Background: an optimization exercise with open tools, aiming at small area, a short achievable clock period and few clock cycles per item. Do not read the settings as production practice.
Function was checked by simulation only, so behaviour that the tests miss may differ from the original.
No activity file was given, so power comes from the tool's default toggle rates.

Setup of try-sierra:
Design scr_search, start of the top module:
module scr_search(clk,rst,start,R_fixed,angle1,adder,error,X,Y,done);
input clk; input rst; input start; input [13:0] R_fixed; input [13:0] angle1; input [3:0] adder; input [4:0] error;
output [3:0] X; output [3:0] Y; output reg done;
wire [6:0] trH = R_fixed[13:7];
wire [2:0] trhH = trH[6:4];
wire trhh_1 = (trhH[2] | (trhH[1] | trhH[0]));
wire trhh_2 = (trhH[2] | (trhH[1] & 1'b1));
wire [3:0] trhL = trH[3:0];
wire [1:0] trhlH = trhL[3:2];
wire trhlh_1 = (trhlH[1] | trhlH[0]);
wire trhlh_2 = (trhlH[1] & 1'b1);
wire trhlh_3 = (trhlH[1] & trhlH[0]);
wire [1:0] trhlL = trhL[1:0];
wire trhll_1 = (trhlL[1] | trhlL[0]);
wire trhll_2 = (trhlL[1] & 1'b1);
wire trhll_3 = (trhlL[1] & trhlL[0]);
wire trhl_1 = trhlh_1 | (1'b1 & trhll_1);
wire trhl_2 = trhlh_1 | (1'b1 & trhll_2);
wire trhl_3 = trhlh_1 | (1'b1 & trhll_3);
wire trhl_4 = trhlh_1;
wire trhl_5 = trhlh_2 | (trhlh_1 & trhll_1);
wire trhl_6 = trhlh_2 | (trhlh_1 & trhll_2);
wire trhl_7 = trhlh_2 | (trhlh_1 & trhll_3);
wire trhl_8 = trhlh_2;
wire trhl_9 = trhlh_3 | (trhlh_2 & trhll_1);
wire trhl_10 = trhlh_3 | (trhlh_2 & trhll_2);
wire trhl_11 = trhlh_3 | (trhlh_2 & trhll_3);
wire trhl_12 = trhlh_3;
wire trhl_13 = 1'b0 | (trhlh_3 & trhll_1);
wire trhl_14 = 1'b0 | (trhlh_3 & trhll_2);
wire trhl_15 = 1'b0 | (trhlh_3 & trhll_3);
wire trh_1 = trhh_1 | (1'b1 & trhl_1);
wire trh_2 = trhh_1 | (1'b1 & trhl_2);
wire trh_3 = trhh_1 | (1'b1 & trhl_3);
wire trh_4 = trhh_1 | (1'b1 & trhl_4);
wire trh_5 = trhh_1 | (1'b1 & trhl_5);
wire trh_6 = trhh_1 | (1'b1 & trhl_6);
wire trh_7 = trhh_1 | (1'b1 & trhl_7);
wire trh_8 = trhh_1 | (1'b1 & trhl_8);
wire trh_9 = trhh_1 | (1'b1 & trhl_9);
wire trh_10 = trhh_1 | (1'b1 & trhl_10);
wire trh_11 = trhh_1 | (1'b1 & trhl_11);
wire trh_12 = trhh_1 | (1'b1 & trhl_12);
wire trh_13 = trhh_1 | (1'b1 & trhl_13);
wire trh_14 = trhh_1 | (1'b1 & trhl_14);
wire trh_15 = trhh_1 | (1'b1 & trhl_15);
wire trh_16 = trhh_1;
wire trh_17 = trhh_2 | (trhh_1 & trhl_1);
wire trh_18 = trhh_2 | (trhh_1 & trhl_2);
wire trh_19 = trhh_2 | (trhh_1 & trhl_3);
wire trh_20 = trhh_2 | (trhh_1 & trhl_4);
wire trh_21 = trhh_2 | (trhh_1 & trhl_5);
  ...
clock: 12.0 ns
lec_check: 0
abc_area: 1
cap_margin: 20
core_margin: 2
core_utilization: 15
place_density: 0.3
setup_slack_margin: 5
slew_margin: 20
standard.sh (not shown) runs the stock make flow with config.mk's settings and CLKGATE_MAP_FILE= SYNTH_SCRIPT=/design/flow/synth_recipe.tcl, a recipe that flattens the netlist after the stock synthesis.
==> flow/flow/run.sh <==
#!/bin/bash
set -euo pipefail
export BUFFER_PORTS_ARGS="-buffer_cell sky130_fd_sc_hd__buf_2"
sed 's/SETUP_SLACK_MARGIN=[0-9.]*/SETUP_SLACK_MARGIN=6.5/' standard.sh > standard_m.sh
grep -q 'SETUP_SLACK_MARGIN=6.5' standard_m.sh
bash standard_m.sh > standard_flow.log 2>&1
try-sierra did not stop at any stage, and its layout met the timing, design-rule and antenna checks.
Testbench counts of try-sierra, summed over its fixed seeds: cycles 384, queries 384.
Here is what was changed in the inputs of try-delta compared with try-sierra.
==> flow/flow/run.sh <==
#!/bin/bash
set -euo pipefail
export BUFFER_PORTS_ARGS="-buffer_cell sky130_fd_sc_hd__buf_2"
sed 's/SETUP_SLACK_MARGIN=[0-9.]*/SETUP_SLACK_MARGIN=6.25/' standard.sh > standard_m.sh
grep -q 'SETUP_SLACK_MARGIN=6.25' standard_m.sh
bash standard_m.sh > standard_flow.log 2>&1
diff --git a/flow/config.mk b/flow/config.mk
--- a/flow/config.mk
+++ b/flow/config.mk
@@ -8 +7,0 @@
-export ABC_AREA = 1
@@ -11,2 +10,2 @@
-export CORE_UTILIZATION = 15
-export PLACE_DENSITY = 0.3
+export CORE_UTILIZATION = 25
+export PLACE_DENSITY = 0.5
### Flow results
try-sierra ended up with fa_1 as its highest-delay cell along the critical path; try-delta ended up with edfxtp_1. Diff try-sierra -> try-delta: total wirelength of the detailed-routed design decreased by 8.6% relative to the old numbers; post-route cell area rose 1300 um^2; post-route fraction of the period consumed by the critical path went up 3.0 points; multi-input logic cell count fell about 30%. On number of well taps: between try-sierra and try-delta, it ends up lower for try-delta. Total power delta for try-delta relative to try-sierra: 5.8% lower. Sequential-to-total area share from yosys stat: try-delta vs try-sierra up 0.54 points.
Relative to try-delta, the following input files were edited for try-tundra:
==> flow/flow/run.sh <==
#!/bin/bash
set -euo pipefail
export BUFFER_PORTS_ARGS="-buffer_cell sky130_fd_sc_hd__buf_2"
sed 's/SETUP_SLACK_MARGIN=[0-9.]*/SETUP_SLACK_MARGIN=6.4/' standard.sh > standard_m.sh
grep -q 'SETUP_SLACK_MARGIN=6.4' standard_m.sh
bash standard_m.sh > standard_flow.log 2>&1
diff --git a/flow/config.mk b/flow/config.mk
--- a/flow/config.mk
+++ b/flow/config.mk
@@ -7,0 +8 @@
+export ABC_AREA = 1
@@ -11 +12 @@
-export PLACE_DENSITY = 0.5
+export PLACE_DENSITY = 0.6
- Synthesized instance count (try-delta / try-tundra): 0.68
- try-tundra against try-delta: wire length of the first global-routing pass shows an increase of about 1.1%, count of filler cells inserted in the layout increased by 978 relative to the old numbers, xor-xnor portion of the synthesized cell area went down, number of multi-input combinational cells grew by 684.
- A commonest non-fill, non-tap cell in the layout of nand2_1 is what try-tundra shows, while buf_4 belongs to try-delta.
- When the final numbers for try-delta and try-tundra were put side by side, the switching fraction of total power turned out to be smaller in try-delta.
- Relative to try-delta, the multi-input combinational area share of try-tundra is lower by 1.5 points.
- try-delta vs try-tundra, capturing element of the worst setup path: Y[2] vs bv
- ~same clock transition at the registers of the reported paths in try-delta and try-tundra
- Delta (try-tundra minus try-delta): signed area change from the synthesized netlist to the final layout went down; measured slew at the worst slew-check pin went down.
### try-tundra -> try-nickel
==> flow/flow/run.sh <==
#!/bin/bash
set -euo pipefail
export BUFFER_PORTS_ARGS="-buffer_cell sky130_fd_sc_hd__buf_2"
sed 's/SETUP_SLACK_MARGIN=[0-9.]*/SETUP_SLACK_MARGIN=5.5/' standard.sh > standard_m.sh
grep -q 'SETUP_SLACK_MARGIN=5.5' standard_m.sh
bash standard_m.sh > standard_flow.log 2>&1
diff --git a/flow/config.mk b/flow/config.mk
--- a/flow/config.mk
+++ b/flow/config.mk
@@ -8 +7,0 @@
-export ABC_AREA = 1
@@ -11,2 +10,2 @@
-export CORE_UTILIZATION = 25
-export PLACE_DENSITY = 0.6
+export CORE_UTILIZATION = 15
+export PLACE_DENSITY = 0.3
### Flow results
try-nickel vs. try-tundra: final core utilization went down by 11 points, total length of routed met3 wires decreased by about 20% relative to the old numbers, later-pin clock latency in the skew report about even. Number of cells produced by synthesis (lower): try-nickel. try-tundra finished every step from synthesis to the final layout, and the layout passed the timing, design-rule and antenna checks. try-nickel finished end to end and its layout was clean on timing, DRC and antenna. Against try-tundra, average footprint of a synthesized cell in try-nickel rose by more than a quarter. Looking only at overall routing resource usage, and setting everything else aside, the lower value of try-tundra and try-nickel goes to try-nickel.
Modified inputs, try-raven compared to try-nickel
==> flow/flow/run.sh <==
#!/bin/bash
set -euo pipefail
export BUFFER_PORTS_ARGS="-buffer_cell sky130_fd_sc_hd__buf_2"
sed 's/SETUP_SLACK_MARGIN=[0-9.]*/SETUP_SLACK_MARGIN=6.25/' standard.sh > standard_m.sh
grep -q 'SETUP_SLACK_MARGIN=6.25' standard_m.sh
bash standard_m.sh > standard_flow.log 2>&1
diff --git a/flow/config.mk b/flow/config.mk
--- a/flow/config.mk
+++ b/flow/config.mk
@@ -7,0 +8 @@
+export ABC_AREA = 1
## What came out
- Compared with try-nickel, in try-raven via-per-instance ratio went down about 17%, headroom to the max-slew limit has increased, switching power of the nets increased by about 25% relative to the old numbers, proportion of power drawn by combinational gates rose by 4.8 points, final core area utilization flat.
- try-raven vs try-nickel: routed length on met2 up in try-raven
- Largest net degree at the start of global routing: try-raven < try-nickel
- Synthesized area went up by a few percent going from try-nickel to try-raven.
- Diff try-raven and try-nickel: sequential cell area share lower in try-raven
- Re wire length per cell after detailed routing: try-nickel was higher than try-raven.
- Re data arrival time of the worst path: try-nickel was higher than try-raven.


Another version of the RTL of scr_search (not shown whole).
Size: about 2200 cells after synthesis, ~49 I/O pins, roughly 0.015 sq mm of cells after synthesis.
clock: 12.0 ns
lec_check: 0
cap_margin: 20
core_margin: 2
core_utilization: 15
place_density: 0.3
setup_slack_margin: 5
slew_margin: 20
run.sh (not shown) runs the stock make flow with config.mk's settings and CLKGATE_MAP_FILE= SYNTH_SCRIPT=/design/flow/synth_recipe.tcl, a recipe that flattens the netlist after the stock synthesis.
Stock flow here: none of the scripts above is used.
Testbench counts at the start, summed over its fixed seeds: cycles 384, queries 384.
Next try:
SETUP_SLACK_MARGIN = 1.5   (was 5)
The changed run completed with no timing, DRC or antenna violations. Register-to-register slack got worse by 20 ps. Hold slack hardly moves. Area after synthesis stays the same. Non-clock buffer count falls by 80. Maximum frequency falls by a quarter to a third.


== v32 ==
RTL: one of the versions met above, not the one the previous note started from.
Size in the first run: roughly 2,900 cells after synthesis, about 0.015 mm² of cells after synthesis.
## scr_search
module scr_search(clk,rst,start,R_fixed,angle1,adder,error,X,Y,done);
clock: 12.0 ns
lec_check: 0
abc_area: 1
cap_margin: 20
core_margin: 2
core_utilization: 15
place_density: 0.3
setup_slack_margin: 5
slew_margin: 20
standard.sh (not shown) runs the stock make flow with config.mk's settings and CLKGATE_MAP_FILE= SYNTH_SCRIPT=/design/flow/synth_recipe.tcl, a recipe that flattens the netlist after the stock synthesis.
==> flow/flow/run.sh <==
#!/bin/bash
set -euo pipefail
export BUFFER_PORTS_ARGS="-buffer_cell sky130_fd_sc_hd__buf_2"
sed 's/SETUP_SLACK_MARGIN=[0-9.]*/SETUP_SLACK_MARGIN=6/' standard.sh > standard_m.sh
grep -q 'SETUP_SLACK_MARGIN=6' standard_m.sh
bash standard_m.sh > standard_flow.log 2>&1
Testbench counts of v32, summed over its fixed seeds: cycles 384, queries 384.
Setup changes, v32 to v35
- PLACE_DENSITY now 0.5, was 0.3
- CORE_UTILIZATION now 25, was 15
==> flow/flow/run.sh <==
#!/bin/bash
set -euo pipefail
export BUFFER_PORTS_ARGS="-buffer_cell sky130_fd_sc_hd__buf_2"
sed 's/SETUP_SLACK_MARGIN=[0-9.]*/SETUP_SLACK_MARGIN=6.25/' standard.sh > standard_m.sh
grep -q 'SETUP_SLACK_MARGIN=6.25' standard_m.sh
bash standard_m.sh > standard_flow.log 2>&1
## What came out
Looking at v32 and v35, the clock network area share is a wash. Changes observed in v35 relative to v32: total cell area at the placement stage has decreased, via count of the first global-routing pass has remained practically unchanged. Re fraction of power consumed by combinational cells: v32 was higher than v35. The worst setup slack in v35 was higher than what v32 gave. Final routed wire length divided by cell count delta for v35 relative to v32: 7.8% higher. As far as final-layout clock buffer total goes, v32 and v35 are indistinguishable; the numbers are identical.
Input-level comparison between v6 and v35:
- PLACE_DENSITY now 0.4, was 0.5
- CORE_UTILIZATION now 20, was 25
- CAP_MARGIN now 0, was 20
- SLEW_MARGIN now 0, was 20
Notes after the runs:
v6: full flow OK, the timing, design-rule and antenna checks passed. The run showing the smaller worst setup margin is v35. Synthesized area came out exactly the same in v35 and v6. Post-route cell area was higher in v6 than in v35. Initial core utilization: v6 lower than v35.
Input-level comparison between v39 and v6:
- CAP_MARGIN: 0 -> 20
- SLEW_MARGIN: 0 -> 20
- CORE_UTILIZATION: 20 -> 15
- PLACE_DENSITY: 0.4 -> 0.3
==> flow/flow/run.sh <==
#!/bin/bash
set -euo pipefail
export BUFFER_PORTS_ARGS="-buffer_cell sky130_fd_sc_hd__buf_2"
sed 's/SETUP_SLACK_MARGIN=[0-9.]*/SETUP_SLACK_MARGIN=7/' standard.sh > standard_m.sh
grep -q 'SETUP_SLACK_MARGIN=7' standard_m.sh
bash standard_m.sh > standard_flow.log 2>&1
Findings:
- The fraction of area in registers of v39 is lower than that of v6.
- Diff v6 -> v39 | fraction of final layout cells with drive strength greater than 1 | increase of 15 points
- The end of the critical path comes out Y[2] in one run and Y[1] in the other, namely in v39 and v6 respectively.
- Per the comparison of v39 with v6, final area went up about 20%; clock latency on the worst-skew pair went up 20 ps.
- v39 was carried through to the last stage, and its layout satisfied the timing, design-rule and antenna checks.

-- static timing again, ports no longer ideal --
The results above use ideal ports. As a check the final layouts listed here were re-extracted and re-timed, cells and wires unchanged.
Step 1 sets driving cells, clkbuf_16 on the clock port and buf_2 on the other inputs (assumed; they add their load-dependent delay and slew).
Step 2, shift: input delay + t, output delay - t, t = (earliest + latest rising clock arrival at the registers) / 2. This alone moves slack from input paths to output paths.
Three values: no drivers, after step 1, after step 2; two values: the first two.
| run | t (ns) | slack for setup (ns) | clock arrival spread, ns | slew at the worst register clock pin (ns) | pins driven straight from the clock port |
|---|---|---|---|---|---|
| try-sierra | 0.401 | 6.262 / 6.215 / 6.119 | 0.006 / 0.007 | 0.06 / 0.06 | 1 |
| try-delta | 0.370 | 5.904 / 5.865 / 5.636 | 0.005 / 0.005 | 0.06 / 0.06 | 1 |
| try-tundra | 0.395 | 6.243 / 6.264 / 5.872 | 0.018 / 0.017 | 0.07 / 0.07 | 1 |
| try-nickel | 0.389 | 5.411 / 5.432 / 5.044 | 0.010 / 0.009 | 0.06 / 0.06 | 1 |
| try-raven | 0.403 | 6.228 / 6.221 / 5.848 | 0.007 / 0.007 | 0.06 / 0.06 | 1 |
| the first run of note 2 | 0.397 | 4.909 / 4.894 / 4.534 | 0.014 / 0.014 | 0.07 / 0.07 | 1 |
| the second run of note 2 | 0.400 | 2.414 / 2.439 / 2.039 | 0.016 / 0.016 | 0.07 / 0.07 | 1 |
| v32 | 0.401 | 5.812 / 5.828 / 5.427 | 0.006 / 0.007 | 0.06 / 0.06 | 1 |
| v35 | 0.397 | 6.190 / 6.212 / 5.816 | 0.008 / 0.007 | 0.06 / 0.06 | 1 |
| v6 | 0.396 | 6.203 / 6.156 / 5.877 | 0.011 / 0.011 | 0.06 / 0.06 | 1 |
| v39 | 0.415 | 6.193 / 6.142 / 6.557 | 0.015 / 0.014 | 0.07 / 0.07 | 1 |
After both steps every run listed still meets setup and hold. The setup slack of v32, which loses most, moves by +0.016 ns with the drivers and by -0.385 ns with both steps.
